Context: an optimization exercise on an open-source flow, tuned for small area. The choices shown serve that exercise and are no tape-out recipe.
Function was checked by simulation only, so behaviour that the tests miss may differ from the original.
Power and IR drop assume default switching activity.

File: flow/flow/run.sh
#!/bin/bash
# The standard layout with two changes:
#  - synthesis maps the logic with flow/abc_area.script instead of ORFS's ABC script (same
#    synthesis otherwise, so the registers are the standard synthesis's);
#  - the port buffers are the smallest buffer cell;
#  - the constant outputs share the tie cell synthesis gives them (no repair_tie_fanout).
set -euo pipefail
work=$PWD
# ORFS's synth.tcl, with abc given our script
sed 's|^source \$::env(SCRIPTS_DIR)/synth_preamble.tcl$|&\nset abc_args [lreplace $abc_args 1 1 '"$work"'/flow/abc_area.script]|' \
    "$FLOW_HOME/scripts/synth.tcl" > "$work/synth_abc.tcl"
grep -q "flow/abc_area.script" "$work/synth_abc.tcl"
# The standard flow's synthesis script, sourcing that copy
sed 's|\$::env(SCRIPTS_DIR)/synth.tcl|'"$work"'/synth_abc.tcl|' synth_recipe.tcl > "$work/synth_recipe_abc.tcl"
grep -q "synth_abc.tcl" "$work/synth_recipe_abc.tcl"
sed 's|synth_recipe.tcl|synth_recipe_abc.tcl|' standard.sh > standard_abc.sh
grep -q "synth_recipe_abc.tcl" standard_abc.sh
bash standard_abc.sh BUFFER_PORTS_ARGS="-buffer_cell sky130_fd_sc_hd__buf_1" SKIP_REPAIR_TIE_FANOUT=1 > standard.log 2>&1
File: flow/flow/abc_area.script
strash; &get -n; &deepsyn -T 20; &put; strash; &get -n; &dch -f; &nf -R 1000; &put; topo; stime -c
File: flow/standard.sh
#!/bin/bash
# synth_recipe.tcl (not shown) runs the flow's synth.tcl, then flattens the netlist and writes it again
# the make line also repeats each setting of config.mk as NAME=value (left out here)
make -C /OpenROAD-flow-scripts/flow DESIGN_CONFIG=/design/flow/config.mk WORK_HOME=/design/flow/orfs CLKGATE_MAP_FILE= SYNTH_SCRIPT=/design/flow/synth_recipe.tcl "${@:-finish}"
File: flow/config.mk
export PLATFORM = sky130hd
export DESIGN_NAME = parking
export DESIGN_NICKNAME = parking
export VERILOG_FILES = /design/flow/design.v
export SDC_FILE = /design/flow/constraint.sdc
export NUM_CORES = 4
export LEC_CHECK = 0
export ABC_AREA = 1
export CAP_MARGIN = 20
export CORE_MARGIN = 2
export CORE_UTILIZATION = 40
export CTS_BUF_LIST = sky130_fd_sc_hd__clkbuf_8
export CTS_CLUSTER_DIAMETER = 60
export CTS_CLUSTER_SIZE = 20
export SLEW_MARGIN = 20
File: flow/constraint.sdc
create_clock -name core_clock -period 20.0 [get_ports {clk}]
set_input_delay 4.0000 -clock core_clock [delete_from_list [all_inputs] [get_ports {clk}]]
set_output_delay 4.0000 -clock core_clock [all_outputs]
set_load 0.01 [all_outputs]
File: flow/design.v
`timescale 1ns / 1ps
module parking(
    input clk,
    input sw,
    input rst,
    input come, place, stop_car,
    output reg full_switch,
    output [15:0] stop_place_num_light,
    input leave,
    input [3:0] outplace_carnum,
    output reg count_down, empty_switch,
    output [6:0] money,
    output reg [6:0] stop_time,
    output [127:0] car_leave_light,
    input [3:0] keyboard_val,
    input pay,
    input empty, change,
    input [3:0] initial_money,
    input [2:0] per_money,
    input [3:0] place_number,
    output [119:0] information_light,
    output [55:0] pay_light,
    input time_end,
    output reg allpay
);
    function [7:0] seg_u;
        input [3:0] d;
        begin
            seg_u[0] = (d[2] & ~d[1] & ~d[0]) | (~d[3] & ~d[2] & ~d[1] & d[0]);
            seg_u[1] = (d[2] & ~d[1] & d[0]) | (d[2] & d[1] & ~d[0]);
            seg_u[2] = (~d[2] & d[1] & ~d[0]);
            seg_u[3] = (d[2] & ~d[1] & ~d[0]) | (d[2] & d[1] & d[0]) | (~d[3] & ~d[2] & ~d[1] & d[0]);
            seg_u[4] = (d[0]) | (d[2] & ~d[1]);
            seg_u[5] = (d[1] & d[0]) | (~d[2] & d[1]) | (~d[3] & ~d[2] & d[0]);
            seg_u[6] = (d[2] & d[1] & d[0]) | (~d[3] & ~d[2] & ~d[1]);
            seg_u[7] = 1'b1;
        end
    endfunction
    function [7:0] seg_t;
        input [3:0] d;
        begin
            seg_t[0] = (d[3] & d[1]) | (d[2] & ~d[1] & ~d[0]) | (~d[3] & ~d[2] & ~d[1] & d[0]);
            seg_t[1] = (d[3] & d[1]) | (d[3] & d[2]) | (d[2] & ~d[1] & d[0]) | (d[2] & d[1] & ~d[0]);
            seg_t[2] = ~((~d[2] & ~d[1]) | (~d[3] & d[0]) | (~d[3] & d[2]));
            seg_t[3] = (d[3] & d[1]) | (d[2] & ~d[1] & ~d[0]) | (d[2] & d[1] & d[0]) | (~d[3] & ~d[2] & ~d[1] & d[0]);
            seg_t[4] = (d[0]) | (d[2] & ~d[1]) | (d[3] & d[1]);
            seg_t[5] = (d[1] & d[0]) | (~d[2] & d[1]) | (d[3] & d[2]) | (~d[3] & ~d[2] & d[0]);
            seg_t[6] = (d[3] & d[1]) | (d[3] & d[2]) | (d[2] & d[1] & d[0]) | (~d[3] & ~d[2] & ~d[1]);
            seg_t[7] = 1'b1;
        end
    endfunction
    function [7:0] seg_10;
        input [3:0] d;
        begin
            seg_10[0] = (d[3] & d[1]) | (d[3] & d[2]) | (d[2] & ~d[1] & ~d[0]) | (~d[3] & ~d[2] & ~d[1] & d[0]);
            seg_10[1] = (d[3] & d[1]) | (d[3] & d[2]) | (d[2] & ~d[1] & d[0]) | (d[2] & d[1] & ~d[0]);
            seg_10[2] = ~((~d[2] & ~d[1]) | (~d[3] & d[0]) | (~d[3] & d[2]));
            seg_10[3] = (d[3] & d[1]) | (d[3] & d[2]) | (d[2] & ~d[1] & ~d[0]) | (d[2] & d[1] & d[0]) | (~d[3] & ~d[2] & ~d[1] & d[0]);
            seg_10[4] = (d[0]) | (d[2] & ~d[1]) | (d[3] & d[1]);
            seg_10[5] = (d[1] & d[0]) | (~d[2] & d[1]) | (d[3] & d[2]) | (~d[3] & ~d[2] & d[0]);
            seg_10[6] = (d[3] & d[1]) | (d[3] & d[2]) | (d[2] & d[1] & d[0]) | (~d[3] & ~d[2] & ~d[1]);
            seg_10[7] = 1'b1;
        end
    endfunction
    function [7:0] seg_8;
        input [2:0] d;
        begin
            seg_8[0] = (~d[2] & ~d[1] & d[0]) | (d[2] & ~d[1] & ~d[0]);
            seg_8[1] = (d[2] & ~d[1] & d[0]) | (d[2] & d[1] & ~d[0]);
            seg_8[2] = (~d[2] & d[1] & ~d[0]);
            seg_8[3] = (~d[2] & ~d[1] & d[0]) | (d[2] & ~d[1] & ~d[0]) | (d[2] & d[1] & d[0]);
            seg_8[4] = (d[0]) | (d[2] & ~d[1]);
            seg_8[5] = (d[1] & d[0]) | (~d[2] & d[0]) | (~d[2] & d[1]);
            seg_8[6] = (~d[2] & ~d[1]) | (d[2] & d[1] & d[0]);
            seg_8[7] = 1'b1;
        end
    endfunction
    function [7:0] seg_ra;
        input [3:0] d;
        begin
            seg_ra[0] = (~d[2] & ~d[1] & d[0]) | (d[2] & ~d[1] & ~d[0]);
            seg_ra[1] = (d[2] & ~d[1] & d[0]) | (d[2] & d[1] & ~d[0]);
            seg_ra[2] = (~d[2] & d[1] & ~d[0]);
            seg_ra[3] = (~d[2] & ~d[1] & d[0]) | (d[2] & ~d[1] & ~d[0]) | (~d[3] & d[2] & d[1] & d[0]);
            seg_ra[4] = (d[2] & ~d[1]) | (~d[3] & d[0]);
            seg_ra[5] = (~d[2] & d[0]) | (~d[2] & d[1]) | (~d[3] & d[1] & d[0]);
            seg_ra[6] = (~d[3] & ~d[2] & ~d[1]) | (~d[3] & d[2] & d[1] & d[0]);
            seg_ra[7] = ~((d[3] & d[0]));
        end
    endfunction
    function [7:0] seg_rb;
        input [3:0] d;
        begin
            seg_rb[0] = (~d[2] & ~d[1] & d[0]) | (d[2] & ~d[1] & ~d[0]);
            seg_rb[1] = (d[2] & ~d[1] & d[0]) | (d[2] & d[1] & ~d[0]);
            seg_rb[2] = (~d[2] & d[1] & ~d[0]);
            seg_rb[3] = (~d[2] & ~d[1] & d[0]) | (d[2] & ~d[1] & ~d[0]) | (d[2] & d[1] & d[0]);
            seg_rb[4] = (d[0]) | (d[2] & ~d[1]);
            seg_rb[5] = (d[1] & d[0]) | (~d[2] & d[0]) | (~d[2] & d[1]);
            seg_rb[6] = (d[2] & d[1] & d[0]) | (~d[3] & ~d[2] & ~d[1]);
            seg_rb[7] = (~d[3]);
        end
    endfunction
    function [3:0] add3;
        input [3:0] d;
        begin
            add3[0] = (d[3] & ~d[0]) | (d[2] & d[1] & ~d[0]) | (~d[3] & ~d[2] & d[0]);
            add3[1] = (d[1] & d[0]) | (~d[2] & d[1]) | (d[3] & ~d[0]);
            add3[2] = (d[3] & d[0]) | (d[2] & ~d[1] & ~d[0]);
            add3[3] = ~((~d[3] & ~d[2]) | (d[2] & ~d[1] & ~d[0]));
        end
    endfunction
    function [15:0] seg2;
        input [6:0] v;
        reg [3:0] a, b, c, d;
        begin
            a = add3({1'b0, v[6:4]});
            b = add3({a[2:0], v[3]});
            c = add3({b[2:0], v[2]});
            d = add3({c[2:0], v[1]});
            seg2 = {seg_t({a[3], b[3], c[3], d[3]}), seg_u({d[2:0], v[0]})};
        end
    endfunction
    reg [5:0] tb;
    wire tick = (tb == 6'd0);
    wire slot = (tb >= 6'd5) && (tb <= 6'd9);
    always @(posedge clk)
        if (rst || tb == 6'd44) tb <= 6'd0;
        else tb <= tb + 6'd1;
    reg [3:0] kv_q;
    reg t1;
    reg [7:0] haspay;
    wire key_a = keyboard_val == 4'hA;
    wire key_d = keyboard_val == 4'hD;
    wire allpay_n = key_d | (allpay & ~key_a);
    wire t1_n = t1 & ~key_a & ~key_d;
    wire add = pay & ~allpay_n & ~t1_n;
    wire hp_1 = haspay[0] ^ keyboard_val[0];
    wire hp_2 = haspay[0] & keyboard_val[0];
    wire hp_3 = haspay[1] ^ keyboard_val[0] ^ keyboard_val[1];
    wire hp_4 = (haspay[1] & keyboard_val[0]) | (haspay[1] & keyboard_val[1]) | (keyboard_val[0] & keyboard_val[1]);
    wire hp_5 = hp_2 ^ hp_3;
    wire hp_6 = hp_2 & hp_3;
    wire hp_7 = haspay[2] ^ keyboard_val[1] ^ keyboard_val[2];
    wire hp_8 = (haspay[2] & keyboard_val[1]) | (haspay[2] & keyboard_val[2]) | (keyboard_val[1] & keyboard_val[2]);
    wire hp_9 = hp_4 ^ hp_6 ^ hp_7;
    wire hp_10 = (hp_4 & hp_6) | (hp_4 & hp_7) | (hp_6 & hp_7);
    wire hp_11 = haspay[3] ^ keyboard_val[0] ^ keyboard_val[2];
    wire hp_12 = (haspay[3] & keyboard_val[0]) | (haspay[3] & keyboard_val[2]) | (keyboard_val[0] & keyboard_val[2]);
    wire hp_13 = keyboard_val[3] ^ hp_8 ^ hp_10;
    wire hp_14 = (keyboard_val[3] & hp_8) | (keyboard_val[3] & hp_10) | (hp_8 & hp_10);
    wire hp_15 = hp_11 ^ hp_13;
    wire hp_16 = hp_11 & hp_13;
    wire hp_17 = haspay[4] ^ keyboard_val[1] ^ keyboard_val[3];
    wire hp_18 = (haspay[4] & keyboard_val[1]) | (haspay[4] & keyboard_val[3]) | (keyboard_val[1] & keyboard_val[3]);
    wire hp_19 = hp_12 ^ hp_14 ^ hp_16;
    wire hp_20 = (hp_12 & hp_14) | (hp_12 & hp_16) | (hp_14 & hp_16);
    wire hp_21 = hp_17 ^ hp_19;
    wire hp_22 = hp_17 & hp_19;
    wire hp_23 = haspay[5] ^ keyboard_val[2] ^ hp_18;
    wire hp_24 = (haspay[5] & keyboard_val[2]) | (haspay[5] & hp_18) | (keyboard_val[2] & hp_18);
    wire hp_25 = hp_20 ^ hp_22 ^ hp_23;
    wire hp_26 = (hp_20 & hp_22) | (hp_20 & hp_23) | (hp_22 & hp_23);
    wire hp_27 = haspay[6] ^ keyboard_val[3] ^ hp_24;
    wire hp_28 = (haspay[6] & keyboard_val[3]) | (haspay[6] & hp_24) | (keyboard_val[3] & hp_24);
    wire hp_29 = hp_26 ^ hp_27;
    wire hp_30 = hp_26 & hp_27;
    wire hp_31 = haspay[7] ^ hp_28 ^ hp_30;
    wire hp_32 = (haspay[7] & hp_28) | (haspay[7] & hp_30) | (hp_28 & hp_30);
    wire [7:0] haspay_add = {hp_31, hp_29, hp_25, hp_21, hp_15, hp_9, hp_5, hp_1};
    always @(posedge clk) begin
        kv_q <= keyboard_val;
        if (rst) begin
            t1 <= 1'b0;
            haspay <= 8'd0;
            allpay <= 1'b0;
        end else if (keyboard_val != kv_q) begin
            allpay <= allpay_n;
            t1 <= t1_n | add;
            if (add) haspay <= haspay_add;
        end
    end
    reg [7:0] occA, occB;           
    reg [2:0] empty_place;
    reg [3:0] initial_mon, place_num;
    reg [2:0] per;
    reg sp_v, sp_row;
    reg [2:0] sp_idx;
    reg cl_v;
    reg [6:0] m_leave, m_pay;
    reg m_sel;                       
    reg [3:0] restA_c;               
    reg [3:0] restB_c;               
    reg [1:0] pl_mode;               
    reg pay_off;
    assign money = m_sel ? m_pay : m_leave;
    wire ctl = sw & ~stop_car;
    wire idle = ctl & ~come & ~leave;
    wire do_empty = idle & empty;
    wire do_info = idle & ~change;
    wire do_come = ctl & come & ~leave;
    wire do_park = sw & come & ~full_switch & ~leave & stop_car & slot;
    wire lv = ctl & ~come & ~full_switch & leave;
    wire do_leave = lv & ~allpay;
    wire do_pay = lv & allpay & ~time_end;
    reg [6:0] cpA [0:7];
    reg [6:0] cpB [0:7];
    wire [6:0] a0 = cpA[0];
    wire [6:0] a0p;
    assign a0p[0] = ~a0[0];
    genvar g, h;
    generate
        for (h = 1; h < 7; h = h + 1) begin : inc_a0
            assign a0p[h] = a0[h] ^ (&a0[h-1:0]);
        end
        for (g = 0; g < 8; g = g + 1) begin : ctr
            wire [6:0] qa = cpA[g];
            wire [6:0] qb = cpB[g];
            wire ena = tick & occA[g] & ~(qa[6] & qa[5] & qa[1] & qa[0]);
            wire [7:0] ca;
            assign ca[0] = ena;
            for (h = 0; h < 7; h = h + 1) begin : ch
                assign ca[h+1] = ena & (&qa[h:0]);
            end
            always @(posedge clk) cpA[g] <= ~({7{rst}} | (qa ~^ ca[6:0]));
            if (g == 0) begin : b0
                wire enb = tick & occB[0] & ~(qb[6] & qb[5] & (qb[2] | (qb[1] & qb[0])));
                always @(posedge clk) cpB[g] <= rst ? 7'd0 : enb ? a0p : qb;
            end else begin : bn
                wire enb = tick & occB[g] & ~(qb[6] & qb[5] & qb[1] & qb[0]);
                wire [7:0] cb;
                assign cb[0] = enb;
                for (h = 0; h < 7; h = h + 1) begin : ch
                    assign cb[h+1] = enb & (&qb[h:0]);
                end
                always @(posedge clk) cpB[g] <= ~({7{rst}} | (qb ~^ cb[6:0]));
            end
        end
    endgenerate
    wire [7:0] occA_i = do_empty ? 8'd0 : occA;
    wire [7:0] occB_i = do_empty ? 8'd0 : occB;
    wire [7:0] cmask = (place_number >= 4'd8) ? 8'hFF : ~(8'hFF << place_number[2:0]);
    wire [7:0] freeA = ~occA_i & cmask;
    wire [7:0] freeB = ~occB_i & cmask;
    wire pcA_1 = freeA[0] ^ freeA[1] ^ freeA[2];
    wire pcA_2 = (freeA[0] & freeA[1]) | (freeA[0] & freeA[2]) | (freeA[1] & freeA[2]);
    wire pcA_3 = freeA[3] ^ freeA[4] ^ freeA[5];
    wire pcA_4 = (freeA[3] & freeA[4]) | (freeA[3] & freeA[5]) | (freeA[4] & freeA[5]);
    wire pcA_5 = freeA[6] ^ freeA[7] ^ pcA_1;
    wire pcA_6 = (freeA[6] & freeA[7]) | (freeA[6] & pcA_1) | (freeA[7] & pcA_1);
    wire pcA_7 = pcA_3 ^ pcA_5;
    wire pcA_8 = pcA_3 & pcA_5;
    wire pcA_9 = pcA_2 ^ pcA_4 ^ pcA_6;
    wire pcA_10 = (pcA_2 & pcA_4) | (pcA_2 & pcA_6) | (pcA_4 & pcA_6);
    wire pcA_11 = pcA_8 ^ pcA_9;
    wire pcA_12 = pcA_8 & pcA_9;
    wire pcA_13 = pcA_10 ^ pcA_12;
    wire pcA_14 = pcA_10 & pcA_12;
    wire [3:0] restA = {pcA_14, pcA_13, pcA_11, pcA_7};
    wire pcB_1 = freeB[0] ^ freeB[1] ^ freeB[2];
    wire pcB_2 = (freeB[0] & freeB[1]) | (freeB[0] & freeB[2]) | (freeB[1] & freeB[2]);
    wire pcB_3 = freeB[3] ^ freeB[4] ^ freeB[5];
    wire pcB_4 = (freeB[3] & freeB[4]) | (freeB[3] & freeB[5]) | (freeB[4] & freeB[5]);
    wire pcB_5 = freeB[6] ^ freeB[7] ^ pcB_1;
    wire pcB_6 = (freeB[6] & freeB[7]) | (freeB[6] & pcB_1) | (freeB[7] & pcB_1);
    wire pcB_7 = pcB_3 ^ pcB_5;
    wire pcB_8 = pcB_3 & pcB_5;
    wire pcB_9 = pcB_2 ^ pcB_4 ^ pcB_6;
    wire pcB_10 = (pcB_2 & pcB_4) | (pcB_2 & pcB_6) | (pcB_4 & pcB_6);
    wire pcB_11 = pcB_8 ^ pcB_9;
    wire pcB_12 = pcB_8 & pcB_9;
    wire pcB_13 = pcB_10 ^ pcB_12;
    wire pcB_14 = pcB_10 & pcB_12;
    wire [3:0] restB = {pcB_14, pcB_13, pcB_11, pcB_7};
    wire [7:0] occR = place ? occA : occB;
    reg [2:0] ff;
    always @* begin
        casez (occR)
            8'b???????0: ff = 3'd0;
            8'b??????01: ff = 3'd1;
            8'b?????011: ff = 3'd2;
            8'b????0111: ff = 3'd3;
            8'b???01111: ff = 3'd4;
            8'b??011111: ff = 3'd5;
            8'b?0111111: ff = 3'd6;
            default:     ff = 3'd7;
        endcase
    end
    wire rfull = &occR;
    wire [2:0] ep_n = rfull ? empty_place : ff;
    wire [2:0] ox = outplace_carnum[2:0];
    wire ovalid = ~outplace_carnum[3];
    wire [7:0] occL = place ? occA : occB;
    wire occ_l = occL[ox];
    wire [6:0] cp_l = place ? cpA[ox] : cpB[ox];
    wire [3:0] units = (cp_l > 7'd10) ? 4'd10 : cp_l[3:0];
    wire fe_1 = initial_mon[0] ^ (per[0] & units[0]);
    wire fe_2 = initial_mon[0] & (per[0] & units[0]);
    wire fe_3 = initial_mon[1] ^ (per[0] & units[1]) ^ (per[1] & units[0]);
    wire fe_4 = (initial_mon[1] & (per[0] & units[1])) | (initial_mon[1] & (per[1] & units[0])) | ((per[0] & units[1]) & (per[1] & units[0]));
    wire fe_5 = fe_2 ^ fe_3;
    wire fe_6 = fe_2 & fe_3;
    wire fe_7 = initial_mon[2] ^ (per[0] & units[2]) ^ (per[1] & units[1]);
    wire fe_8 = (initial_mon[2] & (per[0] & units[2])) | (initial_mon[2] & (per[1] & units[1])) | ((per[0] & units[2]) & (per[1] & units[1]));
    wire fe_9 = (per[2] & units[0]) ^ fe_4 ^ fe_6;
    wire fe_10 = ((per[2] & units[0]) & fe_4) | ((per[2] & units[0]) & fe_6) | (fe_4 & fe_6);
    wire fe_11 = fe_7 ^ fe_9;
    wire fe_12 = fe_7 & fe_9;
    wire fe_13 = initial_mon[3] ^ (per[0] & units[3]) ^ (per[1] & units[2]);
    wire fe_14 = (initial_mon[3] & (per[0] & units[3])) | (initial_mon[3] & (per[1] & units[2])) | ((per[0] & units[3]) & (per[1] & units[2]));
    wire fe_15 = (per[2] & units[1]) ^ fe_8 ^ fe_10;
    wire fe_16 = ((per[2] & units[1]) & fe_8) | ((per[2] & units[1]) & fe_10) | (fe_8 & fe_10);
    wire fe_17 = fe_12 ^ fe_13 ^ fe_15;
    wire fe_18 = (fe_12 & fe_13) | (fe_12 & fe_15) | (fe_13 & fe_15);
    wire fe_19 = (per[1] & units[3]) ^ (per[2] & units[2]) ^ fe_14;
    wire fe_20 = ((per[1] & units[3]) & (per[2] & units[2])) | ((per[1] & units[3]) & fe_14) | ((per[2] & units[2]) & fe_14);
    wire fe_21 = fe_16 ^ fe_18 ^ fe_19;
    wire fe_22 = (fe_16 & fe_18) | (fe_16 & fe_19) | (fe_18 & fe_19);
    wire fe_23 = (per[2] & units[3]) ^ fe_20 ^ fe_22;
    wire fe_24 = ((per[2] & units[3]) & fe_20) | ((per[2] & units[3]) & fe_22) | (fe_20 & fe_22);
    wire [6:0] fee = {fe_24, fe_23, fe_21, fe_17, fe_11, fe_5, fe_1};
    wire taken = ovalid & occ_l;
    wire [6:0] money_lv = taken ? fee : money;
    wire df_1 = haspay[0] ^ ~money[0] ^ 1'b1;
    wire df_2 = (haspay[0] & ~money[0]) | (haspay[0] & 1'b1) | (~money[0] & 1'b1);
    wire df_3 = haspay[1] ^ ~money[1] ^ df_2;
    wire df_4 = (haspay[1] & ~money[1]) | (haspay[1] & df_2) | (~money[1] & df_2);
    wire df_5 = haspay[2] ^ ~money[2] ^ df_4;
    wire df_6 = (haspay[2] & ~money[2]) | (haspay[2] & df_4) | (~money[2] & df_4);
    wire df_7 = haspay[3] ^ ~money[3] ^ df_6;
    wire df_8 = (haspay[3] & ~money[3]) | (haspay[3] & df_6) | (~money[3] & df_6);
    wire df_9 = haspay[4] ^ ~money[4] ^ df_8;
    wire df_10 = (haspay[4] & ~money[4]) | (haspay[4] & df_8) | (~money[4] & df_8);
    wire df_11 = haspay[5] ^ ~money[5] ^ df_10;
    wire df_12 = (haspay[5] & ~money[5]) | (haspay[5] & df_10) | (~money[5] & df_10);
    wire df_13 = haspay[6] ^ ~money[6] ^ df_12;
    wire df_14 = (haspay[6] & ~money[6]) | (haspay[6] & df_12) | (~money[6] & df_12);
    wire df_15 = haspay[7] ^ 1'b1 ^ df_14;
    wire df_16 = (haspay[7] & 1'b1) | (haspay[7] & df_14) | (1'b1 & df_14);
    wire df_17 = 1'b1 ^ df_16;
    wire df_18 = 1'b1 & df_16;
    wire [8:0] dd = {df_17, df_15, df_13, df_11, df_9, df_7, df_5, df_3, df_1};
    wire [7:0] diff = dd[7:0];
    wire short = ~dd[8] & (|dd[7:0]);
    wire do_settle = do_pay & ~pay_off;
    wire pay_set = do_settle & ~short & ovalid;
    wire occ_set = do_park | pay_set;
    wire [2:0] set_idx = do_park ? empty_place : ox;
    wire [15:0] set_oh = {8'd0, occ_set} << {place, set_idx};
    always @(posedge clk) begin
        if (rst || do_empty) {occA, occB} <= 16'd0;
        else {occA, occB} <= {occA, occB} | set_oh;
    end
    integer k;
    always @(posedge clk) begin
        if (rst) begin
            full_switch <= 1'b0;
            initial_mon <= 4'd9;
            place_num <= 4'd8;
            per <= 3'd5;
            empty_place <= 3'd0;
            count_down <= 1'b0;
            empty_switch <= 1'b0;
            stop_time <= 7'd0;
            sp_v <= 1'b0;
            sp_row <= 1'b0;
            sp_idx <= 3'd0;
            cl_v <= 1'b0;
            m_leave <= 7'd0;
            m_pay <= 7'd0;
            m_sel <= 1'b0;
            restA_c <= 4'd15;
            restB_c <= 4'd8;
            pl_mode <= 2'd0;
            pay_off <= 1'b0;
        end else begin
            if (do_info) begin
                initial_mon <= initial_money;
                place_num <= place_number;
                per <= per_money;
                restA_c <= (restB == 4'd8) ? 4'd8 : restA;
                if (restB != 4'd8) restB_c <= restB;
            end
            if (do_come) begin
                empty_place <= ep_n;
                full_switch <= rfull | ({1'b0, ep_n} >= place_num);
            end
            if (do_park) begin
                sp_v <= 1'b1;
                sp_row <= place;
                sp_idx <= empty_place;
            end
            if (do_leave) begin
                empty_switch <= ovalid & ~occ_l;
                if (taken) stop_time <= cp_l;
                m_leave <= money_lv;
                m_sel <= 1'b0;
                count_down <= ~count_down;
                pay_off <= 1'b0;
                cl_v <= 1'b1;
            end
            if (do_pay) begin
                if (pay_off) pl_mode <= 2'd1;
                else begin
                    m_pay <= diff[6:0];
                    m_sel <= 1'b1;
                    if (short) begin
                        pl_mode <= 2'd2;
                        count_down <= ~count_down;
                    end else begin
                        pl_mode <= 2'd3;
                        pay_off <= 1'b1;
                    end
                end
            end
        end
    end
    assign stop_place_num_light = sp_v ? {sp_row ? 8'b10001000 : 8'b10000011, seg_8(sp_idx)} : 16'd0;
    assign car_leave_light = cl_v ? {32'b10000111_11110000_11001000_10000110, 8'b11111111, seg2(stop_time),
                                     8'b01111111, 40'b11001000_10100011_10101011_10000110_10010001, 8'b11111111,
                                     seg2(m_leave)} : 128'd0;
    wire info_v = restA_c != 4'd15;
    assign information_light = {info_v ? 8'b10001000 : 8'd0, seg_ra(restA_c), {8{info_v}},
                                info_v ? 8'b10000011 : 8'd0, seg_rb(restB_c), {8{info_v}},
                                info_v ? 16'b10110110_10000111 : 16'd0, info_v ? seg_10(initial_mon) : 8'd0,
                                {8{info_v}}, info_v ? 16'b10000110_10001000 : 16'd0, info_v ? seg_8(per) : 8'd0};
    assign pay_light = (pl_mode == 2'd0) ? 56'd0 :
                       (pl_mode == 2'd1) ? 56'b10000111_11110000_11001000_10000110_10000110_10101011_10100001 :
                       {pl_mode[0] ? 40'b10000011_10001000_11000110_10001010_11111111
                                   : 40'b10101011_10000110_10000110_10100001_11111111, seg2(m_pay)};
endmodule
==> summary.txt, run 1 <==
Placement
  – Dpl ws: 9921 ps
  – Final GP Congestion: 0.9232
  – PortBufs: 269
  – DP HPWL: approximately 27000 um

Timing
  – Min Tclk post-route: between 9000 and 10000 ps
  – Final Hold Fails: 0
  – F_max: 105.3 MHz
  – Least-Margin Pin Slew: 1108 ps
  – Crit share post-route: a little under half
  – Final setup margin: 10510 ps
  – Clock skew: 28.21 ps
  – Final Max Tran Viols: 0
  – Slew margin rel.: 25.86%
  – Setup TNS: 0 ps
  – Final setup fails: 0
  – RSZ-0062 raised after global routing: no

Worst setup path
  – FF-to-FF setup slack: 14800 ps
  – Critical-path maximum fanout: 14
  – Reg2Reg Depth: 19
  – Critical Path Sink Type: register
  – CP required: 20430 ps
  – Worst EP arrival: between 9000 and 10000 ps
  – CP Class: primary input to register
  – Startpoint Class: primary input

Yosys
  – Cell area after synthesis: 12870 um2
  – YS warnings: 3
  – Post-synth top flop: dfxtp_1
  – Post-Syn Nets: 1662
  – Synth unique cells: between 50 and 60
  – Asr flop ratio synth: 0%
  – FF+latch count, synth: approximately 200
  – Post-synth EDFFs: 0
  – Mean Syn Cell Area: 8.264 um2
  – Sequential share of the synthesized area: 31.72%
  – Cells after Synth: approximately 1.6k

Power and ir drop
  – Net load switching power: 250.0 uW
  – Total power divided by cell area: 62.26 nW/um2
  – Switching share of power: slightly above 30%
  – Worst ir drop on vdd: 56.66 uV
  – Lkg Pwr: 5.037 nW
  – Combinational power share: 15.3%
  – Clk network pwr share: between 30% and 40%
  – Flop pwr share: a little over 50%
  – Power Internal: 566.8 uW

Global routing
  – Met2 GRT Util: 34.54%
  – Vias in the first global route: approximately 9.9k
  – Total gr overflow: 0
  – First-pass GRT wire length: 54190 um
  – Grt met1 use: 27.07%
  – Largest net degree at the start of global routing: 99
  – Tot GR Track Use: 20.13%
  – GR Layer Usage met3: under 10%
  – Layer with the highest usage: met2
  – Initial antenna violation count: 0

Routing
  – Post-route DRC: 0
  – Routed wire per std cell: 17.23 um
  – Final wirelength: about 35000 um
  – Initial drt markers: 966
  – Routed Antenna Nets: 0
  – Vias per cell: 5.439
  – 1st-pass router iterations: 6
  – Detailed-route via count: 11.06k

Floorplanning
  – Die Area: about 34000 um2
  – Core ar.: 31640 um2
  – # IOs: 368
  – Die Y: roughly 180 um
  – Die Span X: around 180 um
  – Row Count: 65
  – Starting Density: 40.70%

Cells and area
  – Antenna Cells: 0
  – # fillers: 3182
  – Final Net Count: around 1.7k
  – P&R area growth vs syn: 1.895%
  – Layout cells sized above 1: ~2.7%

Clock tree
  – Clock Path Buffers: 3
  – Clk latency of the worst-skew pair: approximately 550 ps
  – Sink Count: ~200
  – Hold_buf cts: 0
  – Clock Pin Slew Worst Setup and Hold Paths: approximately 110 ps
  – Post-CTS sizing: 0
  – Clock root buffer: clkbuf_8
  – CTS tree: done
  – Setup repair bufs after CTS: 0
  – CTS buffer count: 18
  – H-tree depth: 1

Worst hold path
  – Hold Path Class: register to register
  – Worst hold stages: 2

Status
  – Status: no timing/DRC/antenna violations

Flow run
  – MaxCap Viol Count: 0
## state kept, by name, indices dropped and copies added (netlist names), 2 cells and up
register,count
cpA,56
cpB,56
empty_place,3
haspay,8
initial_mon,4
kv_q,4
m_leave,7
m_pay,7
occA,8
occB,8
per,3
pl_mode,2
place_num,4
restA_c,4
restB_c,4
sp_idx,3
stop_time,7
tb,6
## Yosys cell counts (21+ instances only)
cell type,instances,area [um2]
nand2b_1,25,156.4
fa_1,33,660.6
buf_4,233,1749
clkinv_1,75,281.5
nand3_1,25,125.1
ha_1,41,513.0
nor2_1,135,506.7
nor2b_1,39,244.0
a222oi_1,21,210.2
nand2_1,159,596.8
and2_0,24,150.1
a21oi_1,108,540.5
and3_1,45,281.5
o21ai_0,74,370.4
a22o_1,27,236.5
nor3_1,56,280.3
o21a_1,23,172.7
xnor2_1,25,219.0
dfxtp_1,204,4084
## final cells by class
cell class / count / area (um2) / share of cell area (%)
Timing Repair Buffer: 279 / 1089 / 8.298
Sequential cell: 204 / 4085 / 31.14
Multi-Input combinational cell: 1044 / 6755 / 51.49
Clock inverter: 11 / 143.9 / 1.097
Clock buffer: 19 / 261.5 / 1.993
Tap cell: 402 / 503.0 / 3.834
Inverter: 75 / 281.5 / 2.146
## cell families after synthesis
group	after synthesis	synth area share (%)
AND/OR/NAND/NOR	556	20.79
buffers and inverters	310	15.83
multiplexers	18	1.497
XOR/XNOR	33	2.245
AO/OA/AOI/OAI	362	18.78
other	1	0.02913
flip-flops	204	31.72
adder cells (fa/ha/maj)	74	9.116
## per-layer routing
layer,up-vias,wire length [um]
li1,5412,-
met1,5202,15520
met2,401,16860
met3,47,1953
met4,0,716
met5,-,0
## path summary, 6_finish.rpt
check | startpoint | endpoint
worst min register to register | restB_c[3] | restB_c[3]
worst max register to register | m_sel | occA[5]
worst max-delay path | outplace_carnum[2] | m_leave[5]
worst min-delay path | restB_c[3] | restB_c[3]
## critical path, stage by stage
cell and delay, ps:
buf_1 280, clkinv_1 230, nor2_1 880, a222oi_1 210, nand4_1 160, o21ai_0 110, a31oi_1 260, nor2_1 80
o21ai_0 210, or2_0 220, nand2_1 100, fa_1 520, clkinv_1 60, ha_1 180, fa_1 360, clkinv_1 60
fa_1 420, fa_1 400, fa_1 400, clkinv_1 60, fa_1 400, a221o_1 320
## cell usage in the layout, fill, tap and decap left out, types with 12 or more instances in the layout
cell      netlist  layout
clkbuf_8        0      19
a22o_1         27      27
o21ai_0        74      74
fa_1           33      33
nor2b_1        39      39
and3_1         45      45
a21oi_1       108     108
and2_0         24      24
nand2_1       159     159
nor3_1         56      56
a222oi_1       21      21
nor2_1        135     134
nand4_1        12      12
nand3_1        25      25
nand2b_1       25      25
clkinv_1       75      74
buf_1           2     268
dfxtp_1       204     203
ha_1           41      41
o21a_1         23      23
a41oi_1        15      15
xnor2_1        25      25
## power groups by stage
stage	registers (mW)	logic [mW]	clock network, mW
floorplan	0.427	0.115	0
global placement	0.428	0.123	0
detailed placement	0.428	0.126	0
CTS	0.419	0.127	0.281
global route	0.420	0.143	0.297
finish	0.419	0.125	0.273
## metrics by stage
step                util, %  power (mW)  hold slack, ps  cell area, um2  std cells
floorplan                 -      0.5421           432.9           12870       1558
finish                41.47      0.8167           466.1           13120       2034
detailed placement    40.18      0.5538           445.4           12710       2004
global placement      40.18      0.5504           444.5           12710       2004
global route          41.47      0.8597           492.0           13120       2034
CTS                   41.46      0.8261           471.3           13120       2034
==> inputs of run 2 (changes only) <==
--- a/flow/config.mk
+++ b/flow/config.mk
@@ -11,5 +11,6 @@
 export CORE_UTILIZATION = 40
 export CTS_BUF_LIST = sky130_fd_sc_hd__clkbuf_8
-export CTS_CLUSTER_DIAMETER = 60
-export CTS_CLUSTER_SIZE = 20
+export CTS_CLUSTER_DIAMETER = 80
+export CTS_CLUSTER_SIZE = 16
+export GPL_TIMING_DRIVEN = 0
 export SLEW_MARGIN = 20
==> run 2 against run 1 <==
Net effect:
- clock-buffer cell count is 3 lower
- utilization is 5.4 points higher
- worst setup slack worse by 330 ps
==> summary.txt, run 2 <==
Floorplanning
  – Die Area: 33640 um2 (unchanged)
  – Row Count: 65 (unchanged)
  – Starting Density: 40.70% (unchanged)
  – Core ar.: 31640 um2 (unchanged)
  – # IOs: 368 (unchanged)
  – Die Y: 183.4 um (unchanged)
  – Die Span X: 183.4 um (unchanged)

Cells and area
  – Cell Count, Final, Fillers Out: 2255 (+11%)
  – # fillers: 3163 (-0.60%)
  – Layout cells sized above 1: 14.52% (+12 points)
  – Antenna Cells: 0 (unchanged)
  – Commonest cells after routing, fill and taps aside: buf_1 (269), buf_4 (235), dfxtp_1 (203)
  – Multi-input logic area: 6788 um2 (+0.48%)
  – Final Net Count: 1956 (+13%)
  – P&R area growth vs syn: 15.18%
  – Register Area: 4088 um2 (about the same)
  – Final Util: 46.87% (+5.4 points)
  – Top flop regs: cpA (56), cpB (56)
  – Commonest non-fill, non-tap cell in the layout: buf_1
  – Post-route cell area: 14830 um2 (+13%)

Yosys
  – Post-synth EDFFs: 0 (unchanged)
  – Mean Syn Cell Area: 8.264 um2 (unchanged)
  – Synth top area share: 31.72% (unchanged)
  – Most instantiated library cell after synthesis: buf_4
  – Synth area leaders: dfxtp_1 (32%), buf_4 (14%), fa_1 (5.1%)
  – Synth unique cells: 56 (unchanged)
  – Post-synth top flop: dfxtp_1
  – FF+latch count, synth: 204 (unchanged)
  – YS warnings: 3 (unchanged)
  – Post-synth top cells: buf_4 (233), dfxtp_1 (204), nand2_1 (159), nor2_1 (135), a21oi_1 (108)
  – Cell area after synthesis: 12870 um2 (unchanged)
  – Cells after Synth: 1558 (unchanged)
  – Asr flop ratio synth: 0% (unchanged)
  – Sequential share of the synthesized area: 31.72% (unchanged)
  – Cell taking the most area after synthesis: dfxtp_1
  – Post-Syn Nets: 1662 (unchanged)

Worst setup path
  – Crit-path max cell delay: 840 ps (-40 ps)
  – Startpoint Class: primary input
  – Critical-path maximum fanout: 14 (unchanged)
  – RR Startpoint: cpB[4][2]
  – Worst path cell trace: buf_1 -> clkinv_1 -> nor2_1 -> a222oi_1 -> nand4_1 -> o21ai_0 -> a31oi_1 -> nor2_1 -> o21ai_0 -> or2_0 -> nand2_1 -> fa_1 -> clkinv_1 -> ha_1 -> fa_1 -> clkinv_1 -> fa_1 -> fa_1 -> fa_1 -> clkinv_1 -> fa_1 -> a221o_1
  – CP Buf/Inv Count: 5 (unchanged)
  – Cell family with most CP delay: adder cells
  – RR Endpoint: m_leave[5]
  – Critical Path Sink Type: register
  – Worst EP arrival: 10250 ps (+330 ps)
  – CP required: 20420 ps (about the same)
  – CP most frequent cell: fa_1
  – FF-to-FF setup slack: 14660 ps (-140 ps)
  – Reg2Reg Depth: 20 (+1)
  – CP Class: primary input to register
  – CP max-delay cell: nor2_1

Global routing
  – Initial antenna violation count: 0 (unchanged)
  – Total gr overflow: 0 (unchanged)
  – Vias in the first global route: 10.69k (+8.1%)
  – Tot GR Track Use: 20.70% (+0.57 points)
  – Largest net degree at the start of global routing: 99 (unchanged)
  – First-pass GRT wire length: 56720 um (+4.7%)

Timing
  – F_max: 101.8 MHz (-3.4%)
  – Fin Hold WS: 467.2 ps (+1.149 ps)
  – Least-Margin Pin Slew: 1020 ps (-88.55 ps)
  – Setup TNS: 0 ps (unchanged)
  – Final setup margin: 10180 ps (-329.8 ps)
  – RSZ-0062 raised after global routing: no
  – Crit share post-route: 49.12% (+1.6 points)
  – Clock skew: 30.11 ps (+1.900 ps)
  – Final Hold Fails: 0 (unchanged)
  – Min Tclk post-route: 9823 ps (+329.8 ps)
  – Final Max Tran Viols: 0 (unchanged)
  – Slew margin rel.: 31.78% (+5.9 points)
  – Final setup fails: 0 (unchanged)

Routing
  – 1st-pass router iterations: 5 (-1)
  – Post-route DRC: 0 (unchanged)
  – Initial drt markers: 708 (-27%)
  – Vias per cell: 5.200 (-4.4%)
  – Routed wire per std cell: 16.16 um (-6.2%)
  – Final wirelength: 36450 um (+4.0%)
  – Detailed-route via count: 11.73k (+6.0%)
  – Routed Antenna Nets: 0 (unchanged)

Clock tree
  – Post-CTS sizing: 0 (unchanged)
  – H-tree depth: 1 (unchanged)
  – CTS tree: done
  – Hold_buf cts: 0 (unchanged)
  – Clock Pin Slew Worst Setup and Hold Paths: 110 ps (about the same)
  – Setup repair bufs after CTS: 0 (unchanged)
  – Clock Path Buffers: 3 (unchanged)
  – CTS buffer count: 16 (-2)
  – Sink Count: 204 (unchanged)
  – Clk latency of the worst-skew pair: 540 ps (about the same)
  – Clock root buffer: clkbuf_8

Worst hold path
  – Worst hold stages: 2 (unchanged)
  – Hold EP: restB_c[3]
  – Min-delay src: restB_c[3]
  – Hold Path Class: register to register

Power and ir drop
  – Switching share of power: 28.97% (-1.6 points)
  – Total power divided by cell area: 54.16 nW/um2 (-13%)
  – Flop pwr share: 52.3% (+1.1 points)
  – Lkg Pwr: 6.252 nW (+24%)
  – Final Total Pwr: 803.2 uW (-1.7%)
  – Clk network pwr share: 27.7% (-5.7 points)
  – Net load switching power: 232.7 uW (-6.9%)
  – Worst ir drop on vdd: 56.52 uV (-0.25%)
  – Combinational power share: 20.0% (+4.7 points)
  – Power Internal: 570.5 uW (+0.66%)

Status
  – Status: no timing/DRC/antenna violations

Placement
  – Dpl ws: 9568 ps (-352.3 ps)
  – DP HPWL: 28640 um (+5.3%)
  – PortBufs: 269 (unchanged)
  – Final GP Congestion: 0.8465 (-8.3%)
  – Cells after DPL: 2236 (+12%)
  – Placed cell area: 14560 um2 (+15%)

Flow run
  – MaxCap Viol Count: 0 (unchanged)
## run 2: cell count changes in the layout (fill, tap and decap cells not counted), sizes merged
cell	before	now
clkinv	80	75
inv	5	2
clkbuf	20	16
buf	278	511
## run 2: layout make-up
type / instances / area share, %
Sequential cell: 204 / 27.57
Multi-Input combinational cell: 1044 / 45.77
Timing Repair Buffer: 276 / 7.754
Buffer: 235 / 11.85
Inverter: 75 / 1.898
Clock buffer: 16 / 1.485
Clock inverter: 3 / 0.2869
Tap cell: 402 / 3.392
## run 2: how the worst max path moves through the flow
stage / depth (start not counted) / to / slack, ps / startpoint
final: 22 / m_leave[5] / 10180 / outplace_carnum[2]
after global routing: 22 / m_leave[5] / 9790 / outplace_carnum[0]
after CTS: 22 / m_leave[5] / 10100 / outplace_carnum[0]
after detailed placement: 22 / m_leave[5] / 9570 / outplace_carnum[0]
after global placement: 5 / cpB[0][0] / 7890 / rst
after floorplan: 21 / m_leave[5] / 10910 / outplace_carnum[2]
## run 2: metal layers
metal / routed length, um / part of all wire (%) / track usage, %
met1: 16220 / 45 / 27.22
met2: 17490 / 48 / 36.00
met3: 2034 / 5.6 / 2.403
met4: 703 / 1.9 / 5.408
met5: 0 / 0 / 0
## run 2: power groups by stage
stage,clock (mW),combinational [mW],sequential [mW]
after floorplan,0,0.115,0.427
after global placement,0,0.157,0.429
after detailed placement,0,0.161,0.430
after CTS,0.230,0.161,0.420
after global routing,0.245,0.183,0.422
final,0.222,0.161,0.420
## run 2: worst reg2reg max path, stage by stage (launching register included)
cell      delay, ps
dfxtp_1         360
nor3b_1         240
a221oi_1         80
nand4_1         160
o21ai_0         170
a31oi_1         360
nor2_1           90
o21ai_0         200
or2_0           210
nand2_1         100
fa_1            520
clkinv_1         60
ha_1            190
fa_1            370
clkinv_1         60
fa_1            430
fa_1            410
fa_1            400
clkinv_1         70
fa_1            400
a221o_1         330
## run 2: cells by family after synthesis
kind of cell,share of synthesized area (%)
AND/OR/NAND/NOR,20.79
AO/OA/AOI/OAI,18.78
buffers and inverters,15.83
flip-flops,31.72
adder cells (fa/ha/maj),9.116
XOR/XNOR,2.245
multiplexers,1.497
other,0.02913
==> inputs of run 3 (changes only) <==
--- a/flow/config.mk
+++ b/flow/config.mk
@@ -9,8 +9,7 @@
 export CAP_MARGIN = 20
 export CORE_MARGIN = 2
-export CORE_UTILIZATION = 40
+export CORE_UTILIZATION = 75
 export CTS_BUF_LIST = sky130_fd_sc_hd__clkbuf_8
 export CTS_CLUSTER_DIAMETER = 80
 export CTS_CLUSTER_SIZE = 16
-export GPL_TIMING_DRIVEN = 0
 export SLEW_MARGIN = 20
==> run 3 against run 2 <==
Net effect:
- wire length shrank 6.2%
- utilization grew 29 points
- clock-buffer cell count up 1
- largest power group unchanged
- largest cell class unchanged
- synthesized area did not move
- clock power shrank 7%
- still clean on timing, DRC and antenna
- combinational power is 22% lower
- first-iteration DRC count grew 85%
==> summary.txt, run 3 <==
Global routing
  – Largest net degree at the start of global routing: 99 (unchanged)
  – Grt met1 use: 49.99% (+23 points)
  – Met2 GRT Util: 58.04% (+22 points)
  – Tot GR Track Use: 36.23% (+16 points)
  – GR Layer Usage met3: 6.456% (+4.1 points)
  – Initial antenna violation count: 0 (unchanged)
  – Layer with the highest usage: met2
  – Vias in the first global route: 10.07k (-5.8%)
  – First-pass GRT wire length: 52560 um (-7.3%)
  – Total gr overflow: 0 (unchanged)

Yosys
  – Cell area after synthesis: 12870 um2 (unchanged)
  – Post-synthesis xor/xnor area fraction: 2.245% (unchanged)
  – Post-synthesis adder-cell area fraction: 9.116% (unchanged)
  – Post-Syn Nets: 1662 (unchanged)
  – Asr flop ratio synth: 0% (unchanged)
  – Post-synth EDFFs: 0 (unchanged)
  – Main combinational cell family by area after synthesis: simple AND/OR/NAND/NOR gates
  – Cell taking the most area after synthesis: dfxtp_1
  – Most instantiated library cell after synthesis: buf_4
  – Mean Syn Cell Area: 8.264 um2 (unchanged)
  – Synth area leaders: dfxtp_1 (32%), buf_4 (14%), fa_1 (5.1%)
  – YS warnings: 3 (unchanged)
  – Synth top area share: 31.72% (unchanged)
  – Synth unique cells: 56 (unchanged)
  – Compound-gate portion of the synthesized area: 18.78% (unchanged)
  – Cells after Synth: 1558 (unchanged)
  – Post-synth top cells: buf_4 (233), dfxtp_1 (204), nand2_1 (159), nor2_1 (135), a21oi_1 (108)
  – Post-synthesis mux area share: 1.497% (unchanged)
  – FF+latch count, synth: 204 (unchanged)
  – Post-synth top flop: dfxtp_1
  – Sequential share of the synthesized area: 31.72% (unchanged)
  – Area share of and/or/nand/nor cells after synthesis: 20.79% (unchanged)

Clock tree
  – Post-CTS sizing: 0 (unchanged)
  – Clock Pin Slew Worst Setup and Hold Paths: 100 ps (about the same)
  – CTS tree: done
  – H-tree depth: 1 (unchanged)
  – Hold_buf cts: 0 (unchanged)
  – CTS buffer count: 16 (unchanged)
  – Setup repair bufs after CTS: 0 (unchanged)
  – Clock root buffer: clkbuf_8
  – Clk latency of the worst-skew pair: 510 ps (-30 ps)
  – Sink Count: 204 (unchanged)
  – Clock Path Buffers: 3 (unchanged)

Cells and area
  – P&R area growth vs syn: -1.117%
  – Final Net Count: 1724 (-12%)
  – Multi-input logic area: 6758 um2 (-0.44%)
  – Top flop regs: cpA (56), cpB (56)
  – Commonest cells after routing, fill and taps aside: buf_1 (268), dfxtp_1 (203), nand2_1 (159)
  – Final Util: 76.23% (+29 points)
  – Antenna Cells: 0 (unchanged)
  – Commonest non-fill, non-tap cell in the layout: buf_1
  – Layout cells sized above 1: 1.912% (-13 points)
  – Register Area: 4085 um2 (about the same)
  – # fillers: 1360 (-57%)

Placement
  – DP HPWL: 26810 um (-6.4%)
  – PortBufs: 269 (unchanged)
  – Dpl ws: 9934 ps (+365.9 ps)
  – Final GP Congestion: 0.9645 (+14%)

Timing
  – Final Hold Fails: 0 (unchanged)
  – Setup TNS: 0 ps (unchanged)
  – Final setup fails: 0 (unchanged)
  – Min Tclk post-route: 9681 ps (-142.9 ps)
  – Final Max Tran Viols: 0 (unchanged)
  – Final setup margin: 10320 ps (+142.9 ps)
  – F_max: 103.3 MHz (+1.5%)
  – Clock skew: 20.58 ps (-9.528 ps)
  – Crit share post-route: 48.40% (-0.71 points)
  – Least-Margin Pin Slew: 1170 ps (+150.9 ps)
  – RSZ-0062 raised after global routing: no
  – Fin Hold WS: 471.5 ps (+4.323 ps)
  – Slew margin rel.: 20.98% (-11 points)

Routing
  – Vias per cell: 6.206 (+19%)
  – Post-route DRC: 0 (unchanged)
  – Detailed-route via count: 11.43k (-2.6%)
  – Routed wire per std cell: 18.58 um (+15%)
  – 1st-pass router iterations: 9 (+4)
  – Routed Antenna Nets: 0 (unchanged)
  – Initial drt markers: 1309 (+85%)
  – Final wirelength: 34200 um (-6.2%)

Worst setup path
  – CP Class: primary input to register
  – Critical-path maximum fanout: 15 (+1)
  – Critical Path Sink Type: register
  – Reg2Reg Depth: 19 (-5.0%)
  – Startpoint Class: primary input
  – CP required: 20400 ps (-20 ps)
  – Worst EP arrival: 10090 ps (-160 ps)

Worst hold path
  – Worst hold stages: 2 (unchanged)
  – Hold Path Class: register to register

Flow run
  – MaxCap Viol Count: 0 (unchanged)

Floorplanning
  – Die Area: 18230 um2 (-46%)
  – Die Y: 135.0 um (-26%)
  – Row Count: 47 (-28%)
  – Die Span X: 135.0 um (-26%)
  – Core ar.: 16700 um2 (-47%)
  – # IOs: 368 (unchanged)
  – Starting Density: 77.09% (+36 points)

Power and ir drop
  – Lkg Pwr: 4.961 nW (-21%)
  – Worst ir drop on vdd: 69.06 uV (+22%)
  – Total power divided by cell area: 58.92 nW/um2 (+8.8%)

Status
  – Status: no timing/DRC/antenna violations
## run 3: worst paths after layout
check / startpoint / to / slack [ps]
worst min-delay path: empty_switch / empty_switch / 470
worst max register to register: m_sel / occB[1] / 14840
worst max-delay path: outplace_carnum[0] / m_leave[5] / 10320
worst min register to register: empty_switch / empty_switch / 470
## run 3: cell type report
class,count,share of cell area [%]
clock buffer,17,1.838
tap,220,2.162
sequential,204,32.09
multi-input combinational,1044,53.08
clock inverter,2,0.06880
inverter,75,2.211
timing repair buffer,279,8.550
## run 3: power by group
group          total (mW)  switching [mW]  internal [mW]
combinational       0.125          0.0828         0.0424
clock               0.206           0.129         0.0773
sequential          0.418         0.00626          0.412
## run 3: routing by layer
layer / vias to the layer above / routed length, um
li1: 5397 / -
met1: 5352 / 14200
met2: 578 / 15720
met3: 99 / 3099
met4: 0 / 1173
met5: - / 0
## run 3: logic make-up (layout without fill, tap and decap cells)
family | count (synthesis) | in the layout
flip-flops | 204 | 204
AND/OR/NAND/NOR | 556 | 556
buffers and inverters | 310 | 373
XOR/XNOR | 33 | 33
other | 1 | 1
AO/OA/AOI/OAI | 362 | 362
multiplexers | 18 | 18
adder cells (fa/ha/maj) | 74 | 74
## run 3: metrics by stage
step           cell area, um2  power, mW  instances
3_5_place_dp            12490     0.5520       1822
2_1_floorplan           12870     0.5421       1558
6_report                12730     0.7500       1841
4_1_cts                 12730     0.7493       1841
3_3_place_gp            12490     0.5467       1822
5_1_grt                 12730     0.7822       1841
## run 3: critical path, cell delays in order
cell and delay [ps]:
buf_1 360, nand2_1 150, nor2_1 870, a222oi_1 310, nand4_1 160, o21ai_0 140, a31oi_1 280, nor2_1 80
o21ai_0 190, or2_0 220, nand2_1 100, fa_1 530, clkinv_1 60, ha_1 190, fa_1 360, clkinv_1 60
fa_1 410, fa_1 400, fa_1 400, clkinv_1 70, fa_1 410, a221o_1 320
==> inputs of run 4 (changes only) <==
--- a/flow/config.mk
+++ b/flow/config.mk
@@ -9,5 +9,5 @@
 export CAP_MARGIN = 20
 export CORE_MARGIN = 2
-export CORE_UTILIZATION = 75
+export CORE_UTILIZATION = 60
 export CTS_BUF_LIST = sky130_fd_sc_hd__clkbuf_8
 export CTS_CLUSTER_DIAMETER = 80
==> run 4 against run 3 <==
Net effect:
- clock skew fell by 4.2 ps
- die area rose by 24%
- global-route usage fell by 6.6 points
- sequential share of layout area fell by 0.26 points
- worst hold slack got worse by 3.2 ps
- sequential power barely moved
- final area rose by 0.81%
- sequential cell count did not move
- register-to-register slack improved by 70 ps
- worst setup slack improved by 270 ps
- first-iteration DRC count fell by 19%
- synthesized cell count did not move
==> summary.txt, run 4 <==
Floorplanning
  – Die Span X: 150.5 um (+11%)
  – Die Y: 150.5 um (+11%)
  – Die Area: 22650 um2 (+24%)
  – Row Count: 53 (+13%)
  – Starting Density: 61.25% (-16 points)
  – Core ar.: 21020 um2 (+26%)
  – # IOs: 368 (unchanged)

Placement
  – DP HPWL: 26870 um (+0.20%)
  – Placed cell area: 12570 um2 (+0.67%)
  – PortBufs: 269 (unchanged)
  – Final GP Congestion: 0.8866 (-8.1%)

Power and ir drop
  – Power Internal: 539.9 uW (+1.5%)
  – Worst ir drop on vdd: 47.89 uV (-31%)
  – Switching share of power: 29.01% (-0.072 points)
  – Clk network pwr share: 28.6% (+1.1 points)
  – Combinational power share: 16.4% (-0.3 points)
  – Total power divided by cell area: 59.27 nW/um2 (+0.60%)
  – Lkg Pwr: 4.976 nW (+0.31%)
  – Flop pwr share: 55.0% (-0.8 points)
  – Net load switching power: 220.7 uW (+1.2%)

Yosys
  – Sequential share of the synthesized area: 31.72% (unchanged)
  – YS warnings: 3 (unchanged)
  – FF+latch count, synth: 204 (unchanged)
  – Synth area leaders: dfxtp_1 (32%), buf_4 (14%), fa_1 (5.1%)
  – Asr flop ratio synth: 0% (unchanged)
  – Cell taking the most area after synthesis: dfxtp_1
  – Post-synth top cells: buf_4 (233), dfxtp_1 (204), nand2_1 (159), nor2_1 (135), a21oi_1 (108)
  – Post-synth top flop: dfxtp_1
  – Synth top area share: 31.72% (unchanged)
  – Cells after Synth: 1558 (unchanged)
  – Cell area after synthesis: 12870 um2 (unchanged)
  – Most instantiated library cell after synthesis: buf_4
  – Synth unique cells: 56 (unchanged)
  – Mean Syn Cell Area: 8.264 um2 (unchanged)
  – Post-synth EDFFs: 0 (unchanged)
  – Post-Syn Nets: 1662 (unchanged)

Cells and area
  – P&R area growth vs syn: -0.3204%
  – Commonest cells after routing, fill and taps aside: buf_1 (268), dfxtp_1 (203), nand2_1 (159)
  – Commonest non-fill, non-tap cell in the layout: buf_1
  – Final Net Count: 1726 (+0.12%)
  – Layout cells sized above 1: 2.095% (+0.18 points)
  – Top flop regs: cpA (56), cpB (56)
  – Post-route cell area: 12830 um2 (+0.81%)
  – Register Area: 4085 um2 (unchanged)
  – Antenna Cells: 0 (unchanged)
  – # fillers: 1907 (+40%)
  – Multi-input logic area: 6758 um2 (unchanged)

Global routing
  – Largest net degree at the start of global routing: 99 (unchanged)
  – Vias in the first global route: 9642 (-4.2%)
  – First-pass GRT wire length: 52390 um (-0.33%)
  – Total gr overflow: 0 (unchanged)
  – Tot GR Track Use: 29.62% (-6.6 points)
  – Initial antenna violation count: 1 (+1)

Worst hold path
  – Hold Path Class: register to register

Clock tree
  – Setup repair bufs after CTS: 0 (unchanged)
  – CTS tree: done
  – Hold_buf cts: 0 (unchanged)
  – CTS buffer count: 16 (unchanged)
  – Clk latency of the worst-skew pair: 520 ps (about the same)
  – Clock Path Buffers: 3 (unchanged)
  – Sink Count: 204 (unchanged)
  – Post-CTS sizing: 0 (unchanged)
  – Clock root buffer: clkbuf_8
  – H-tree depth: 1 (unchanged)
  – Clock Pin Slew Worst Setup and Hold Paths: 100 ps (about the same)

Routing
  – Post-route DRC: 0 (unchanged)
  – Routed wire per std cell: 18.18 um (-2.1%)
  – Final wirelength: 34510 um (+0.90%)
  – 1st-pass router iterations: 9 (unchanged)
  – Detailed-route via count: 11.06k (-3.2%)
  – Routed Antenna Nets: 0 (unchanged)
  – Vias per cell: 5.829 (-6.1%)
  – Initial drt markers: 1061 (-19%)

Timing
  – Crit share post-route: 47.05% (-1.4 points)
  – F_max: 106.3 MHz (+2.9%)
  – RSZ-0062 raised after global routing: no
  – Least-Margin Pin Slew: 1053 ps (-117.8 ps)
  – Final Max Tran Viols: 0 (unchanged)
  – Setup TNS: 0 ps (unchanged)
  – Slew margin rel.: 29.56% (+8.6 points)
  – Clock skew: 16.38 ps (-4.196 ps)
  – Fin Hold WS: 468.4 ps (-3.177 ps)
  – Min Tclk post-route: 9409 ps (-271.4 ps)
  – Final Hold Fails: 0 (unchanged)
  – Final setup fails: 0 (unchanged)

Worst setup path
  – CP max-delay cell: nor2_1
  – Startpoint Class: primary input
  – Critical Path Sink Type: register
  – Critical-path maximum fanout: 14 (-1)
  – CP most frequent cell: fa_1
  – Worst path cell trace: buf_1 -> nand2_1 -> nor2_1 -> a222oi_1 -> nand4_1 -> o21ai_0 -> a31oi_1 -> nor2_1 -> o21ai_0 -> or2_0 -> nand2_1 -> fa_1 -> clkinv_1 -> ha_1 -> fa_1 -> clkinv_1 -> fa_1 -> fa_1 -> fa_1 -> clkinv_1 -> fa_1 -> a221o_1
  – CP required: 20400 ps (about the same)
  – Worst EP arrival: 9810 ps (-280 ps)
  – CP Buf/Inv Count: 4 (unchanged)
  – Crit-path max cell delay: 820 ps (-50 ps)
  – Cell family with most CP delay: adder cells
  – CP Class: primary input to register

Flow run
  – MaxCap Viol Count: 0 (unchanged)

Status
  – Status: no timing/DRC/antenna violations
## run 4: cell count changes in the layout (fill, tap and decap cells not counted)
cell,delta
clkinv_2,-1
buf_4,+2
inv_1,-1
clkbuf_8,+2
## run 4: power by group through the flow
stage               Sequential [mW]  Clock [mW]  Combinational [mW]
floorplan                     0.427           0               0.115
global placement              0.428           0               0.123
detailed placement            0.428           0               0.125
CTS                           0.419       0.223               0.126
global route                  0.420       0.236               0.144
finish                        0.419       0.217               0.125
## run 4: layout make-up
| cell class | count | area share, % |
|---|---|---|
| Tap cell | 275 | 2.681 |
| Timing Repair Buffer | 281 | 8.599 |
| Inverter | 75 | 2.194 |
| Multi-Input combinational cell | 1044 | 52.66 |
| Clock buffer | 19 | 2.038 |
| Sequential cell | 204 | 31.83 |
## run 4: worst min-delay path: cells and delay by family, from the launching register on
family | cells | cell delay [ps]
DFF | 1 | 330
AOI/OAI and AO/OA | 1 | 60
and+or+nand+nor | 1 | 50
## run 4: final timing paths
kind | from | to | slack [ps] | cells after the start
setup / recovery | outplace_carnum[0] | m_leave[5] | 10590 | 22
hold / removal | empty_switch | empty_switch | 470 | 2
setup reg to reg | m_sel | occA[7] | 14910 | 19
hold reg to reg | empty_switch | empty_switch | 470 | 2
## run 4: cells by family (layout without fill, tap and decap cells)
family	after synthesis	in the layout	share of synthesized area, %
other cells	1	1	0.02913
xor+xnor	33	33	2.245
buf+inv	310	375	15.83
simple gates	556	556	20.79
flops	204	204	31.72
mux	18	18	1.497
fa+ha+maj	74	74	9.116
compound gates	362	362	18.78
## run 4: metrics by stage
stage               total power [mW]  std cells  util (%)  setup slack, ps
global route                  0.7994       1898     61.05            10250
global placement              0.5503       1879     59.81            10160
CTS                           0.7670       1898     61.05            10700
finish                        0.7606       1898     61.05            10590
detailed placement            0.5530       1879     59.81            10160
floorplan                     0.5421       1558         -            10910
## run 4: layer usage
layer  track usage (%)  wire (um)  vias up
li1                  -          -     5403
met1             40.75      15060     5190
met2             46.98      15570      404
met3             6.394       2848       66
met4             8.443       1032        0
met5                 0          0        -
==> inputs of run 5 (changes only) <==
--- a/flow/config.mk
+++ b/flow/config.mk
@@ -9,5 +9,5 @@
 export CAP_MARGIN = 20
 export CORE_MARGIN = 2
-export CORE_UTILIZATION = 60
+export CORE_UTILIZATION = 40
 export CTS_BUF_LIST = sky130_fd_sc_hd__clkbuf_8
 export CTS_CLUSTER_DIAMETER = 80
==> run 5 against run 4 <==
Net effect:
- still clean
- via count is 0.89% lower
- clock power is essentially flat
- combinational power about the same
- worst hold slack got worse by 3.2 ps
- clock skew grew 14 ps
- clock-buffer cell count stayed put
- highest routed layer unchanged
==> summary.txt, run 5 <==
Worst setup path
  – Critical Path Sink Type: register
  – CP most frequent cell: fa_1
  – RR Startpoint: m_sel
  – RR Endpoint: occA[5]
  – Worst path cell trace: buf_1 -> clkinv_1 -> nor2_1 -> a222oi_1 -> nand4_1 -> o21ai_0 -> a31oi_1 -> nor2_1 -> o21ai_0 -> or2_0 -> nand2_1 -> fa_1 -> clkinv_1 -> ha_1 -> fa_1 -> clkinv_1 -> fa_1 -> fa_1 -> fa_1 -> clkinv_1 -> fa_1 -> a221o_1
  – Cell family with most CP delay: adder cells
  – Worst EP arrival: 9890 ps (+80 ps)
  – CP Class: primary input to register
  – CP max-delay cell: nor2_1
  – CP Buf/Inv Count: 5 (+1)
  – FF-to-FF setup slack: 14850 ps (-60 ps)
  – Crit-path max cell delay: 850 ps (+30 ps)
  – Reg2Reg Depth: 19 (unchanged)
  – Critical-path maximum fanout: 14 (unchanged)
  – CP required: 20400 ps (about the same)
  – Startpoint Class: primary input

Timing
  – Clock skew: 30.60 ps (+14.21 ps)
  – Final setup fails: 0 (unchanged)
  – RSZ-0062 raised after global routing: no
  – Final setup margin: 10510 ps (-85.50 ps)
  – Crit share post-route: 47.47% (+0.43 points)
  – Final Max Tran Viols: 0 (unchanged)
  – Min Tclk post-route: 9495 ps (+85.50 ps)
  – F_max: 105.3 MHz (-0.90%)
  – Slew margin rel.: 29.26% (-0.30 points)
  – Setup TNS: 0 ps (unchanged)
  – Fin Hold WS: 465.2 ps (-3.199 ps)
  – Least-Margin Pin Slew: 1057 ps (+4.463 ps)
  – Final Hold Fails: 0 (unchanged)

Yosys
  – Asr flop ratio synth: 0% (unchanged)
  – Post-synth top cells: buf_4 (233), dfxtp_1 (204), nand2_1 (159), nor2_1 (135), a21oi_1 (108)
  – Post-Syn Nets: 1662 (unchanged)
  – Post-synth EDFFs: 0 (unchanged)
  – Cell area after synthesis: 12870 um2 (unchanged)
  – Synth top area share: 31.72% (unchanged)
  – Synth area leaders: dfxtp_1 (32%), buf_4 (14%), fa_1 (5.1%)
  – FF+latch count, synth: 204 (unchanged)
  – Cells after Synth: 1558 (unchanged)
  – Post-synth top flop: dfxtp_1
  – Sequential share of the synthesized area: 31.72% (unchanged)
  – Mean Syn Cell Area: 8.264 um2 (unchanged)
  – YS warnings: 3 (unchanged)
  – Most instantiated library cell after synthesis: buf_4
  – Synth unique cells: 56 (unchanged)
  – Cell taking the most area after synthesis: dfxtp_1

Cells and area
  – P&R area growth vs syn: 0.7771%
  – Top flop regs: cpA (56), cpB (56)
  – Commonest non-fill, non-tap cell in the layout: buf_1
  – Final Net Count: 1724 (-0.12%)
  – Post-route cell area: 12970 um2 (+1.1%)
  – # fillers: 3195 (+68%)
  – Antenna Cells: 0 (unchanged)
  – Commonest cells after routing, fill and taps aside: buf_1 (268), dfxtp_1 (203), nand2_1 (159)
  – Layout cells sized above 1: 2.036% (-0.059 points)

Global routing
  – Initial antenna violation count: 0 (-1)
  – Total gr overflow: 0 (unchanged)
  – Largest net degree at the start of global routing: 99 (unchanged)
  – First-pass GRT wire length: 54110 um (+3.3%)
  – Tot GR Track Use: 20.09% (-9.5 points)
  – Vias in the first global route: 9874 (+2.4%)

Flow run
  – MaxCap Viol Count: 0 (unchanged)

Floorplanning
  – Die Area: 33640 um2 (+49%)
  – Row Count: 65 (+23%)
  – Starting Density: 40.70% (-21 points)
  – Core ar.: 31640 um2 (+50%)
  – Die Span X: 183.4 um (+22%)
  – Die Y: 183.4 um (+22%)
  – # IOs: 368 (unchanged)

Clock tree
  – Clock Path Buffers: 3 (unchanged)
  – Clock Pin Slew Worst Setup and Hold Paths: 100 ps (about the same)
  – Setup repair bufs after CTS: 0 (unchanged)
  – CTS buffer count: 16 (unchanged)
  – CTS tree: done
  – H-tree depth: 1 (unchanged)
  – Hold_buf cts: 0 (unchanged)
  – Clock root buffer: clkbuf_8
  – Clk latency of the worst-skew pair: 520 ps (about the same)
  – Post-CTS sizing: 0 (unchanged)
  – Sink Count: 204 (unchanged)

Routing
  – 1st-pass router iterations: 6 (-3)
  – Routed wire per std cell: 17.18 um (-5.5%)
  – Vias per cell: 5.420 (-7.0%)
  – Detailed-route via count: 10.97k (-0.89%)
  – Routed Antenna Nets: 0 (unchanged)
  – Initial drt markers: 974 (-8.2%)
  – Post-route DRC: 0 (unchanged)
  – Final wirelength: 34760 um (+0.72%)

Worst hold path
  – Worst hold stages: 2 (unchanged)
  – Min-delay src: restB_c[3]
  – Hold Path Class: register to register
  – Hold EP: restB_c[3]

Power and ir drop
  – Total power divided by cell area: 58.58 nW/um2 (-1.2%)
  – Final Total Pwr: 760.0 uW (about the same)
  – Power Internal: 540.0 uW (about the same)
  – Net load switching power: 220.1 uW (-0.29%)
  – Lkg Pwr: 4.967 nW (-0.19%)
  – Switching share of power: 28.95% (-0.061 points)
  – Clk network pwr share: 28.5% (about the same)
  – Combinational power share: 16.4% (about the same)
  – Worst ir drop on vdd: 50.70 uV (+5.9%)
  – Flop pwr share: 55.1% (about the same)

Placement
  – DP HPWL: 27190 um (+1.2%)
  – Dpl ws: 9921 ps (-238.9 ps)
  – PortBufs: 269 (unchanged)
  – Final GP Congestion: 0.9232 (+4.1%)
  – Placed cell area: 12710 um2 (+1.1%)

Status
  – Status: no timing/DRC/antenna violations
## run 5: kinds of logic (layout without fill, tap and decap cells)
kind of cell | after synthesis | count (layout) | share of synthesized area [%]
AO/OA/AOI/OAI | 362 | 362 | 18.78
XOR/XNOR | 33 | 33 | 2.245
adder cells (fa/ha/maj) | 74 | 74 | 9.116
buffers and inverters | 310 | 373 | 15.83
flip-flops | 204 | 204 | 31.72
multiplexers | 18 | 18 | 1.497
other | 1 | 1 | 0.02913
AND/OR/NAND/NOR | 556 | 556 | 20.79
## run 5: worst max path at each step
stage                             startpoint  slack, ps          to  depth (start not counted)
after CTS                 outplace_carnum[0]      10490  m_leave[5]                         22
after global placement    outplace_carnum[0]      10050  m_leave[5]                         22
after detailed placement  outplace_carnum[0]       9920  m_leave[5]                         22
after global routing      outplace_carnum[2]      10160  m_leave[5]                         22
final                     outplace_carnum[2]      10510  m_leave[5]                         22
after floorplan           outplace_carnum[2]      10910  m_leave[5]                         21
## run 5: final cells by class
class,count,area [um2],share of cell area (%)
multi-input cells,1044,6755,52.06
well taps,402,503.0,3.877
repair buffers,279,1089,8.390
clock buffers,19,261.5,2.015
inverters,75,281.5,2.170
flip-flops and latches,204,4085,31.49
## run 5: per-layer routing
layer / global-route usage [%] / wire (um) / vias up
met5: 0 / 0 / -
met4: 5.376 / 776 / 0
met3: 2.105 / 1738 / 49
met2: 34.38 / 16660 / 372
met1: 26.96 / 15580 / 5150
li1: - / - / 5394
## run 5: metrics by stage
step           util (%)  cells
3_3_place_gp      40.18   2004
3_5_place_dp      40.18   2004
6_report          41.01   2023
2_1_floorplan         -   1558
4_1_cts           41.00   2023
5_1_grt           41.01   2023
## run 5: tightest hold or removal path: cells and delay by family (launching register included)
| kind | cells | cell delay, ps |
|---|---|---|
| buffers and inverters | 1 | 50 |
| flip-flops | 1 | 330 |
| AO/OA/AOI/OAI | 1 | 50 |
## run 5: power by group through the flow
stage	combinational, mW	sequential [mW]	clock, mW
floorplan	0.115	0.427	0
global route	0.143	0.420	0.241
finish	0.125	0.418	0.217
detailed placement	0.126	0.428	0
global placement	0.123	0.428	0
CTS	0.126	0.419	0.227

Setup slack of run 5, layout unchanged: 10.505 ns with ideal ports, 10.493 ns with driving cells assumed (clock clkbuf_16, inputs buf_2), 9.943 ns with port delays also shifted by the 0.549 ns mid clock arrival.
